Context: an optimization exercise on an open-source flow, tuned for small area. The choices shown serve that exercise and are no tape-out recipe.
In this exercise RTL edits were held to simulation tests only and were not proved equivalent to the original.
Power and IR drop assume default switching activity.

==> inputs of run Y <==
Design MazeRunner, start of the top module:
module MazeRunner(
  input clk, RST_n,						 
  output INRT_SS_n,INRT_SCLK,INRT_MOSI,	 
  input INRT_MISO,						 
  input INRT_INT,						 
  output A2D_SS_n,A2D_SCLK,A2D_MOSI,	 
  input A2D_MISO,						 
  output lftPWM1,lftPWM2,				 
  output rghtPWM1,rghtPWM2,				 
  input RX,								 
  input hall_n,							 
  output TX,							 
  output piezo,piezo_n,					 
  output IR_lft_en,						 
  output IR_cntr_en,					 
  output IR_rght_en,					 
  output [7:0] LED
);
Settings: LEC_CHECK=0, ABC_AREA=1, CAP_MARGIN=20, CORE_MARGIN=2, CORE_UTILIZATION=40, SLEW_MARGIN=20; clock period 20.0 ns.
run.sh (not shown) runs the stock make flow with config.mk's settings and CLKGATE_MAP_FILE= SYNTH_SCRIPT=/design/flow/synth_recipe.tcl, a recipe that flattens the netlist after the stock synthesis.
==> inputs of run H, as changes to run Y <==
--- a/flow/design.v
+++ b/flow/design.v
@@ -451,21 +451,15 @@
 					7'h00;
   assign frwrd_spd = {1'b0, fs, 3'b000};
   assign en_fusion = (fs > 7'h2A) ? 1'b1 : 1'b0;	 
   assign lft_opn_rise = (lft_opn && !lft_ff) ? 1'b1 : 1'b0;
   assign rght_opn_rise = (rght_opn && !rght_ff) ? 1'b1 : 1'b0; 
-  always_ff @(posedge clk, negedge rst_n) begin
-    if (!rst_n)
-      lft_ff <= 0;
-    else
-      lft_ff <= lft_opn;
+  always_ff @(posedge clk) begin
+    lft_ff <= lft_opn;
   end
-  always_ff @(posedge clk, negedge rst_n) begin
-    if (!rst_n)
-      rght_ff <= 0;
-    else
-      rght_ff <= rght_opn;
+  always_ff @(posedge clk) begin
+    rght_ff <= rght_opn;
   end	
   always_ff @(posedge clk, negedge rst_n) begin
     if (!rst_n)
       state <= IDLE;
     else
@@ -971,11 +965,12 @@
   assign PWM_sig = (cnt != 8'h00) && (cnt <= 8'hC0);
 endmodule
 module sensor_intf(clk,rst_n,IR_lft_en,IR_cntr_en,IR_rght_en,lft_IR,
                    rght_IR,IR_Dtrm,vbatt,lft_opn,rght_opn,strt_cal,
 				   frwrd_opn,batt_low,A2D_SS_n,
-				   A2D_SCLK,A2D_MOSI,A2D_MISO,tmr,cnt8);
+				   A2D_SCLK,A2D_MOSI,A2D_MISO,tmr,cnt8,
+                   lft_IR_prev1,rght_IR_prev1,capture_lft,capture_rght);
   parameter FAST_SIM = 1'b1;		 
   parameter NOM_IR = 12'h900;		 
   input clk,rst_n;					 
   input A2D_MISO;
   input strt_cal;					 
@@ -1002,18 +997,19 @@
   wire IR_duty;
   wire signed [9:0] IR_Dtrm_sum;
   wire sttl_ovr;
   wire [11:0] IR_err;
   logic strt_cnv;
-  logic capture_batt,capture_rght,capture_lft,capture_cntr;
+  output logic capture_rght,capture_lft;			 
+  logic capture_batt,capture_cntr;
   logic [2:0] chnnl;
   logic [1:0] IR_sel;
   logic clr_avg_accums;
   logic accum_lft,accum_rght;
   logic ld_offs;
   reg cntr_opn;
-  reg [11:0] lft_IR_prev1,rght_IR_prev1;
+  output reg [11:0] lft_IR_prev1,rght_IR_prev1;	 
   reg [11:0] lft_IR_prev2,rght_IR_prev2;
   reg [8:0] lft_D,rght_D;
   reg [11:0] vbatt1,vbatt2,vbatt3;
   reg [11:0] lft_off_reg,rght_off_reg;
   reg [14:0] lft_accum,rght_accum;
@@ -1036,41 +1032,29 @@
 	  vbatt3 <= vbatt2;
 	  vbatt_hi <= vbatt_nxt[13:6];
 	end
   assign vbatt = {vbatt_hi, 4'h0};		 
   assign batt_low = (vbatt[11:4]<8'hD9)? 1'b1 : 1'b0;
-  always_ff @(posedge clk, negedge rst_n)
-    if (!rst_n)
-      cntr_opn <= 1'b0;
-    else if (capture_cntr)
+  always_ff @(posedge clk)
+    if (capture_cntr)
       cntr_opn <= (res>OPEN_THRES_FRNT);
   wire [11:0] off_sel = capture_lft ? lft_off_reg : rght_off_reg;
   wire [11:0] prev2_sel = capture_lft ? lft_IR_prev2 : rght_IR_prev2;
   wire [11:0] IR_new = res - off_sel;
   wire [12:0] IR_diff = {1'b0,IR_new} - {1'b0,prev2_sel};
   wire [8:0] D_new = (IR_diff[12] & ~&IR_diff[11:8]) ? 9'h100 :
                      (~IR_diff[12] & |IR_diff[11:8]) ? 9'h0FF :
 					 IR_diff[8:0];
-  always_ff @(posedge clk, negedge rst_n)
-    if (!rst_n) begin
-      rght_IR <= 12'h000;
-	  rght_IR_prev1 <= 12'h000;
-	  rght_IR_prev2 <= 12'h000;
-	  rght_D <= 9'h000;
-    end else if (capture_rght) begin
+  always_ff @(posedge clk)
+    if (capture_rght) begin
       rght_IR <= IR_new;
 	  rght_IR_prev1 <= rght_IR;
 	  rght_IR_prev2 <= rght_IR_prev1;
 	  rght_D <= D_new;
     end
-  always_ff @(posedge clk, negedge rst_n)
-    if (!rst_n) begin
-      lft_IR <= 12'h000;
-	  lft_IR_prev1 <= 12'h000;
-	  lft_IR_prev2 <= 12'h000;
-	  lft_D <= 9'h000;
-    end else if (capture_lft) begin
+  always_ff @(posedge clk)
+    if (capture_lft) begin
       lft_IR <= IR_new;
 	  lft_IR_prev1 <= lft_IR;
 	  lft_IR_prev2 <= lft_IR_prev1;
 	  lft_D <= D_new;
 	end
@@ -1220,14 +1204,17 @@
   PWM8 iDRV(.cnt(cnt8),.PWM_sig(IR_duty));
   assign IR_lft_en = (IR_sel==2'b01) ? IR_duty : 1'b0;
   assign IR_cntr_en = (IR_sel==2'b10) ? IR_duty : 1'b0;
   assign IR_rght_en = (IR_sel==2'b11) ? IR_duty : 1'b0;
 endmodule
-module IR_math (clk, rst_n, lft_opn, rght_opn, lft_IR, rght_IR, IR_Dtrm, en_fusion, dsrd_hdng, dsrd_hdng_adj);
+module IR_math (clk, rst_n, lft_opn, rght_opn, lft_IR, rght_IR, IR_Dtrm, en_fusion, dsrd_hdng, dsrd_hdng_adj,
+               lft_IR_prev1, rght_IR_prev1, capture_lft, capture_rght);
 parameter NOM_IR = 12'h900;
 input lft_opn, rght_opn, clk, rst_n;
 input [11:0] lft_IR, rght_IR;
+input [11:0] lft_IR_prev1, rght_IR_prev1;	 
+input capture_lft, capture_rght;			 
 input signed [8:0] IR_Dtrm;
 input en_fusion;
 input signed [11:0] dsrd_hdng;
 output signed [11:0] dsrd_hdng_adj;
 logic signed [12:0] IR_diff;
@@ -1236,16 +1223,17 @@
 logic signed [11:0] lft_IR_only;
 logic signed [11:0] rght_IR_only;
 logic signed [12:0] calculated_heading;
 assign IR_diff = {1'b0, lft_IR} - {1'b0, rght_IR};
 assign IR_diff_adj = IR_diff[12:1];
-always_ff @(posedge clk) begin : proc_lft_IR_only
-	lft_IR_only <= lft_IR - NOM_IR;
-end
-always_ff @(posedge clk) begin : proc_rght_IR_only
-	rght_IR_only <= NOM_IR - rght_IR;
+logic cap_lft_d, cap_rght_d;
+always_ff @(posedge clk) begin
+	cap_lft_d <= capture_lft;
+	cap_rght_d <= capture_rght;
 end
+assign lft_IR_only = (cap_lft_d ? lft_IR_prev1 : lft_IR) - NOM_IR;
+assign rght_IR_only = NOM_IR - (cap_rght_d ? rght_IR_prev1 : rght_IR);
 assign IR_adj = (lft_opn && rght_opn) ? 12'h000 :
 				(lft_opn) ? rght_IR_only :
 				(rght_opn) ? lft_IR_only :
 				IR_diff_adj;
 assign calculated_heading = { {2{IR_Dtrm[8]}}, IR_Dtrm[8:0], 2'b00 } + { {8{IR_adj[11]}}, IR_adj[10:5] };
@@ -1274,15 +1262,12 @@
 assign ov = ((sign_extended_err[15] == integrator[15]) && (sum[15] != integrator[15])) ? 1 : 0; 
 assign I_term = integrator[15:4];
 assign nxt_integrator = (!moving) ? 16'h0000 :
 						(hdng_vld & (!ov)) ? sum :
 						integrator;
-always_ff @(posedge clk, negedge rst_n)
-	if(!rst_n)
-		integrator <= 16'h0000;
-	else
-		integrator <= nxt_integrator;
+always_ff @(posedge clk)
+	integrator <= nxt_integrator;
 endmodule
 module Dterm(clk, rst_n, hdng_vld, err_sat, D_sat);
 input clk, hdng_vld, rst_n; 
 input signed [9:0] err_sat;
 output logic signed [7:0] D_sat;		 
@@ -1871,11 +1856,13 @@
   wire strt_mv_cmd,strt_mv_slv;			 
   wire strt_mv,strt_hdng;				 
   wire stp_lft_cmd,stp_rght_cmd;		 
   wire stp_lft_slv,stp_rght_slv;		 
   wire stp_lft,stp_rght;				 
-  wire [11:0] lft_IR,rght_IR;			 
+  wire [11:0] lft_IR,rght_IR;
+  wire [11:0] lft_IR_prev1,rght_IR_prev1;	 
+  wire capture_lft,capture_rght;			 
   wire [8:0] IR_Dtrm; 					 
   wire [11:0] vbatt;					 
   wire lft_opn,rght_opn,frwrd_opn;		 
   wire hdng_rdy;						 
   wire moving;							 
@@ -1928,10 +1915,11 @@
              .cal_done(cal_done),.heading(actl_hdng),.rdy(hdng_rdy),.IR_Dtrm(IR_Dtrm),   
 			 .SS_n(INRT_SS_n),.SCLK(INRT_SCLK),.MOSI(INRT_MOSI),.MISO(INRT_MISO),
 			 .INT(INRT_INT),.moving(moving),.en_fusion(en_fusion),.timer(tmr));
   IR_math #(NOM_IR) iIR_adj(.clk(clk), .rst_n(rst_n), .lft_opn(lft_opn),.rght_opn(rght_opn),.lft_IR(lft_IR),.rght_IR(rght_IR),
                             .IR_Dtrm(IR_Dtrm),.en_fusion(en_fusion),.dsrd_hdng(dsrd_hdng),
+                            .lft_IR_prev1(lft_IR_prev1),.rght_IR_prev1(rght_IR_prev1),.capture_lft(capture_lft),.capture_rght(capture_rght),
 				            .dsrd_hdng_adj(dsrd_hdng_adj));
   PID iCNTRL(.clk(clk),.rst_n(rst_n),.moving(moving),.dsrd_hdng(dsrd_hdng_adj),.actl_hdng(actl_hdng),
              .hdng_vld(hdng_rdy),.at_hdng(at_hdng),.frwrd_spd(frwrd_spd),.lft_spd(lft_spd),
 			 .rght_spd(rght_spd));
   MtrDrv iMTR(.clk(clk),.rst_n(rst_n),.cnt(tmr[11:0]),.lft_spd(lft_spd),.rght_spd(rght_spd),
@@ -1942,9 +1930,10 @@
                           .IR_cntr_en(IR_cntr_en),.IR_rght_en(IR_rght_en),
 						  .lft_IR(lft_IR),.rght_IR(rght_IR),.IR_Dtrm(IR_Dtrm),
 						  .vbatt(vbatt),.lft_opn(lft_opn),.rght_opn(rght_opn),
 						  .frwrd_opn(frwrd_opn),.batt_low(batt_low),
 						  .A2D_SS_n(A2D_SS_n),.A2D_SCLK(A2D_SCLK),
-						  .A2D_MOSI(A2D_MOSI),.A2D_MISO(A2D_MISO),.tmr(tmr[10:0]),.cnt8(tmr[7:0]));
+						  .A2D_MOSI(A2D_MOSI),.A2D_MISO(A2D_MISO),.tmr(tmr[10:0]),.cnt8(tmr[7:0]),
+                          .lft_IR_prev1(lft_IR_prev1),.rght_IR_prev1(rght_IR_prev1),.capture_lft(capture_lft),.capture_rght(capture_rght));
   piezo_drv #(FAST_SIM) iCHRG(.clk(clk),.rst_n(rst_n),.batt_low(batt_low),.fanfare(sol_cmplt),
                            .piezo(piezo),.piezo_n(piezo_n));
 endmodule
- CORE_UTILIZATION: 40 -> 60
- CTS_BUF_LIST: not set -> sky130_fd_sc_hd__clkbuf_8
- CTS_CLUSTER_DIAMETER: not set -> 80
- CTS_CLUSTER_SIZE: not set -> 16
==> inputs of run R, as changes to run Y <==
--- a/flow/design.v
+++ b/flow/design.v
@@ -451,21 +451,15 @@
 					7'h00;
   assign frwrd_spd = {1'b0, fs, 3'b000};
   assign en_fusion = (fs > 7'h2A) ? 1'b1 : 1'b0;	 
   assign lft_opn_rise = (lft_opn && !lft_ff) ? 1'b1 : 1'b0;
   assign rght_opn_rise = (rght_opn && !rght_ff) ? 1'b1 : 1'b0; 
-  always_ff @(posedge clk, negedge rst_n) begin
-    if (!rst_n)
-      lft_ff <= 0;
-    else
-      lft_ff <= lft_opn;
+  always_ff @(posedge clk) begin
+    lft_ff <= lft_opn;
   end
-  always_ff @(posedge clk, negedge rst_n) begin
-    if (!rst_n)
-      rght_ff <= 0;
-    else
-      rght_ff <= rght_opn;
+  always_ff @(posedge clk) begin
+    rght_ff <= rght_opn;
   end	
   always_ff @(posedge clk, negedge rst_n) begin
     if (!rst_n)
       state <= IDLE;
     else
@@ -971,11 +965,12 @@
   assign PWM_sig = (cnt != 8'h00) && (cnt <= 8'hC0);
 endmodule
 module sensor_intf(clk,rst_n,IR_lft_en,IR_cntr_en,IR_rght_en,lft_IR,
                    rght_IR,IR_Dtrm,vbatt,lft_opn,rght_opn,strt_cal,
 				   frwrd_opn,batt_low,A2D_SS_n,
-				   A2D_SCLK,A2D_MOSI,A2D_MISO,tmr,cnt8);
+				   A2D_SCLK,A2D_MOSI,A2D_MISO,tmr,cnt8,
+                   lft_IR_prev1,rght_IR_prev1,capture_lft,capture_rght);
   parameter FAST_SIM = 1'b1;		 
   parameter NOM_IR = 12'h900;		 
   input clk,rst_n;					 
   input A2D_MISO;
   input strt_cal;					 
@@ -1002,18 +997,19 @@
   wire IR_duty;
   wire signed [9:0] IR_Dtrm_sum;
   wire sttl_ovr;
   wire [11:0] IR_err;
   logic strt_cnv;
-  logic capture_batt,capture_rght,capture_lft,capture_cntr;
+  output logic capture_rght,capture_lft;			 
+  logic capture_batt,capture_cntr;
   logic [2:0] chnnl;
   logic [1:0] IR_sel;
   logic clr_avg_accums;
   logic accum_lft,accum_rght;
   logic ld_offs;
   reg cntr_opn;
-  reg [11:0] lft_IR_prev1,rght_IR_prev1;
+  output reg [11:0] lft_IR_prev1,rght_IR_prev1;	 
   reg [11:0] lft_IR_prev2,rght_IR_prev2;
   reg [8:0] lft_D,rght_D;
   reg [11:0] vbatt1,vbatt2,vbatt3;
   reg [11:0] lft_off_reg,rght_off_reg;
   reg [14:0] lft_accum,rght_accum;
@@ -1036,41 +1032,29 @@
 	  vbatt3 <= vbatt2;
 	  vbatt_hi <= vbatt_nxt[13:6];
 	end
   assign vbatt = {vbatt_hi, 4'h0};		 
   assign batt_low = (vbatt[11:4]<8'hD9)? 1'b1 : 1'b0;
-  always_ff @(posedge clk, negedge rst_n)
-    if (!rst_n)
-      cntr_opn <= 1'b0;
-    else if (capture_cntr)
+  always_ff @(posedge clk)
+    if (capture_cntr)
       cntr_opn <= (res>OPEN_THRES_FRNT);
   wire [11:0] off_sel = capture_lft ? lft_off_reg : rght_off_reg;
   wire [11:0] prev2_sel = capture_lft ? lft_IR_prev2 : rght_IR_prev2;
   wire [11:0] IR_new = res - off_sel;
   wire [12:0] IR_diff = {1'b0,IR_new} - {1'b0,prev2_sel};
   wire [8:0] D_new = (IR_diff[12] & ~&IR_diff[11:8]) ? 9'h100 :
                      (~IR_diff[12] & |IR_diff[11:8]) ? 9'h0FF :
 					 IR_diff[8:0];
-  always_ff @(posedge clk, negedge rst_n)
-    if (!rst_n) begin
-      rght_IR <= 12'h000;
-	  rght_IR_prev1 <= 12'h000;
-	  rght_IR_prev2 <= 12'h000;
-	  rght_D <= 9'h000;
-    end else if (capture_rght) begin
+  always_ff @(posedge clk)
+    if (capture_rght) begin
       rght_IR <= IR_new;
 	  rght_IR_prev1 <= rght_IR;
 	  rght_IR_prev2 <= rght_IR_prev1;
 	  rght_D <= D_new;
     end
-  always_ff @(posedge clk, negedge rst_n)
-    if (!rst_n) begin
-      lft_IR <= 12'h000;
-	  lft_IR_prev1 <= 12'h000;
-	  lft_IR_prev2 <= 12'h000;
-	  lft_D <= 9'h000;
-    end else if (capture_lft) begin
+  always_ff @(posedge clk)
+    if (capture_lft) begin
       lft_IR <= IR_new;
 	  lft_IR_prev1 <= lft_IR;
 	  lft_IR_prev2 <= lft_IR_prev1;
 	  lft_D <= D_new;
 	end
@@ -1220,14 +1204,17 @@
   PWM8 iDRV(.cnt(cnt8),.PWM_sig(IR_duty));
   assign IR_lft_en = (IR_sel==2'b01) ? IR_duty : 1'b0;
   assign IR_cntr_en = (IR_sel==2'b10) ? IR_duty : 1'b0;
   assign IR_rght_en = (IR_sel==2'b11) ? IR_duty : 1'b0;
 endmodule
-module IR_math (clk, rst_n, lft_opn, rght_opn, lft_IR, rght_IR, IR_Dtrm, en_fusion, dsrd_hdng, dsrd_hdng_adj);
+module IR_math (clk, rst_n, lft_opn, rght_opn, lft_IR, rght_IR, IR_Dtrm, en_fusion, dsrd_hdng, dsrd_hdng_adj,
+               lft_IR_prev1, rght_IR_prev1, capture_lft, capture_rght);
 parameter NOM_IR = 12'h900;
 input lft_opn, rght_opn, clk, rst_n;
 input [11:0] lft_IR, rght_IR;
+input [11:0] lft_IR_prev1, rght_IR_prev1;	 
+input capture_lft, capture_rght;			 
 input signed [8:0] IR_Dtrm;
 input en_fusion;
 input signed [11:0] dsrd_hdng;
 output signed [11:0] dsrd_hdng_adj;
 logic signed [12:0] IR_diff;
@@ -1236,16 +1223,17 @@
 logic signed [11:0] lft_IR_only;
 logic signed [11:0] rght_IR_only;
 logic signed [12:0] calculated_heading;
 assign IR_diff = {1'b0, lft_IR} - {1'b0, rght_IR};
 assign IR_diff_adj = IR_diff[12:1];
-always_ff @(posedge clk) begin : proc_lft_IR_only
-	lft_IR_only <= lft_IR - NOM_IR;
-end
-always_ff @(posedge clk) begin : proc_rght_IR_only
-	rght_IR_only <= NOM_IR - rght_IR;
+logic cap_lft_d, cap_rght_d;
+always_ff @(posedge clk) begin
+	cap_lft_d <= capture_lft;
+	cap_rght_d <= capture_rght;
 end
+assign lft_IR_only = (cap_lft_d ? lft_IR_prev1 : lft_IR) - NOM_IR;
+assign rght_IR_only = NOM_IR - (cap_rght_d ? rght_IR_prev1 : rght_IR);
 assign IR_adj = (lft_opn && rght_opn) ? 12'h000 :
 				(lft_opn) ? rght_IR_only :
 				(rght_opn) ? lft_IR_only :
 				IR_diff_adj;
 assign calculated_heading = { {2{IR_Dtrm[8]}}, IR_Dtrm[8:0], 2'b00 } + { {8{IR_adj[11]}}, IR_adj[10:5] };
@@ -1274,15 +1262,12 @@
 assign ov = ((sign_extended_err[15] == integrator[15]) && (sum[15] != integrator[15])) ? 1 : 0; 
 assign I_term = integrator[15:4];
 assign nxt_integrator = (!moving) ? 16'h0000 :
 						(hdng_vld & (!ov)) ? sum :
 						integrator;
-always_ff @(posedge clk, negedge rst_n)
-	if(!rst_n)
-		integrator <= 16'h0000;
-	else
-		integrator <= nxt_integrator;
+always_ff @(posedge clk)
+	integrator <= nxt_integrator;
 endmodule
 module Dterm(clk, rst_n, hdng_vld, err_sat, D_sat);
 input clk, hdng_vld, rst_n; 
 input signed [9:0] err_sat;
 output logic signed [7:0] D_sat;		 
@@ -1871,11 +1856,13 @@
   wire strt_mv_cmd,strt_mv_slv;			 
   wire strt_mv,strt_hdng;				 
   wire stp_lft_cmd,stp_rght_cmd;		 
   wire stp_lft_slv,stp_rght_slv;		 
   wire stp_lft,stp_rght;				 
-  wire [11:0] lft_IR,rght_IR;			 
+  wire [11:0] lft_IR,rght_IR;
+  wire [11:0] lft_IR_prev1,rght_IR_prev1;	 
+  wire capture_lft,capture_rght;			 
   wire [8:0] IR_Dtrm; 					 
   wire [11:0] vbatt;					 
   wire lft_opn,rght_opn,frwrd_opn;		 
   wire hdng_rdy;						 
   wire moving;							 
@@ -1928,10 +1915,11 @@
              .cal_done(cal_done),.heading(actl_hdng),.rdy(hdng_rdy),.IR_Dtrm(IR_Dtrm),   
 			 .SS_n(INRT_SS_n),.SCLK(INRT_SCLK),.MOSI(INRT_MOSI),.MISO(INRT_MISO),
 			 .INT(INRT_INT),.moving(moving),.en_fusion(en_fusion),.timer(tmr));
   IR_math #(NOM_IR) iIR_adj(.clk(clk), .rst_n(rst_n), .lft_opn(lft_opn),.rght_opn(rght_opn),.lft_IR(lft_IR),.rght_IR(rght_IR),
                             .IR_Dtrm(IR_Dtrm),.en_fusion(en_fusion),.dsrd_hdng(dsrd_hdng),
+                            .lft_IR_prev1(lft_IR_prev1),.rght_IR_prev1(rght_IR_prev1),.capture_lft(capture_lft),.capture_rght(capture_rght),
 				            .dsrd_hdng_adj(dsrd_hdng_adj));
   PID iCNTRL(.clk(clk),.rst_n(rst_n),.moving(moving),.dsrd_hdng(dsrd_hdng_adj),.actl_hdng(actl_hdng),
              .hdng_vld(hdng_rdy),.at_hdng(at_hdng),.frwrd_spd(frwrd_spd),.lft_spd(lft_spd),
 			 .rght_spd(rght_spd));
   MtrDrv iMTR(.clk(clk),.rst_n(rst_n),.cnt(tmr[11:0]),.lft_spd(lft_spd),.rght_spd(rght_spd),
@@ -1942,9 +1930,10 @@
                           .IR_cntr_en(IR_cntr_en),.IR_rght_en(IR_rght_en),
 						  .lft_IR(lft_IR),.rght_IR(rght_IR),.IR_Dtrm(IR_Dtrm),
 						  .vbatt(vbatt),.lft_opn(lft_opn),.rght_opn(rght_opn),
 						  .frwrd_opn(frwrd_opn),.batt_low(batt_low),
 						  .A2D_SS_n(A2D_SS_n),.A2D_SCLK(A2D_SCLK),
-						  .A2D_MOSI(A2D_MOSI),.A2D_MISO(A2D_MISO),.tmr(tmr[10:0]),.cnt8(tmr[7:0]));
+						  .A2D_MOSI(A2D_MOSI),.A2D_MISO(A2D_MISO),.tmr(tmr[10:0]),.cnt8(tmr[7:0]),
+                          .lft_IR_prev1(lft_IR_prev1),.rght_IR_prev1(rght_IR_prev1),.capture_lft(capture_lft),.capture_rght(capture_rght));
   piezo_drv #(FAST_SIM) iCHRG(.clk(clk),.rst_n(rst_n),.batt_low(batt_low),.fanfare(sol_cmplt),
                            .piezo(piezo),.piezo_n(piezo_n));
 endmodule
- CORE_UTILIZATION: 40 -> 60
- CTS_BUF_LIST: not set -> sky130_fd_sc_hd__clkbuf_16
- CTS_CLUSTER_DIAMETER: not set -> 100
- CTS_CLUSTER_SIZE: not set -> 24
==> summary of the runs <==
The lowest setup slack belongs to run Y, the highest to run H.
Utilization: run Y < run H < run R.
In fmax, run Y and run R hardly differ.
Clock power, highest first: run Y, run R, run H.

## what the ideal ports hide
No port has a modelled driver above. Below, the same layouts with a new extraction and two added sets of constraints. Step 1 (the two cells are an assumption about what drives the block):
set clk [get_ports {clk}]
set_driving_cell -lib_cell sky130_fd_sc_hd__clkbuf_16 $clk
set_driving_cell -lib_cell sky130_fd_sc_hd__buf_2 [delete_from_list [all_inputs] $clk]
Step 2, shift: input delay + t, output delay - t, t = (earliest + latest rising clock arrival at the registers) / 2. This alone moves slack from input paths to output paths. a / b / c = ideal ports / drivers / drivers and shift; a / b = the first two.
run | t, ns | slack for setup (ns) | worst slew at a driven data input, ns
run Y | 0.710 | 7.885 / 7.823 / 7.114 | 0.13
run H | 0.742 | 8.035 / 8.013 / 7.271 | 0.08
run R | 0.655 | 7.899 / 7.875 / 7.221 | 0.08
After both steps every run listed still meets setup and hold. The setup slack of run Y, which loses most, moves by -0.062 ns with the drivers and by -0.771 ns with both steps.
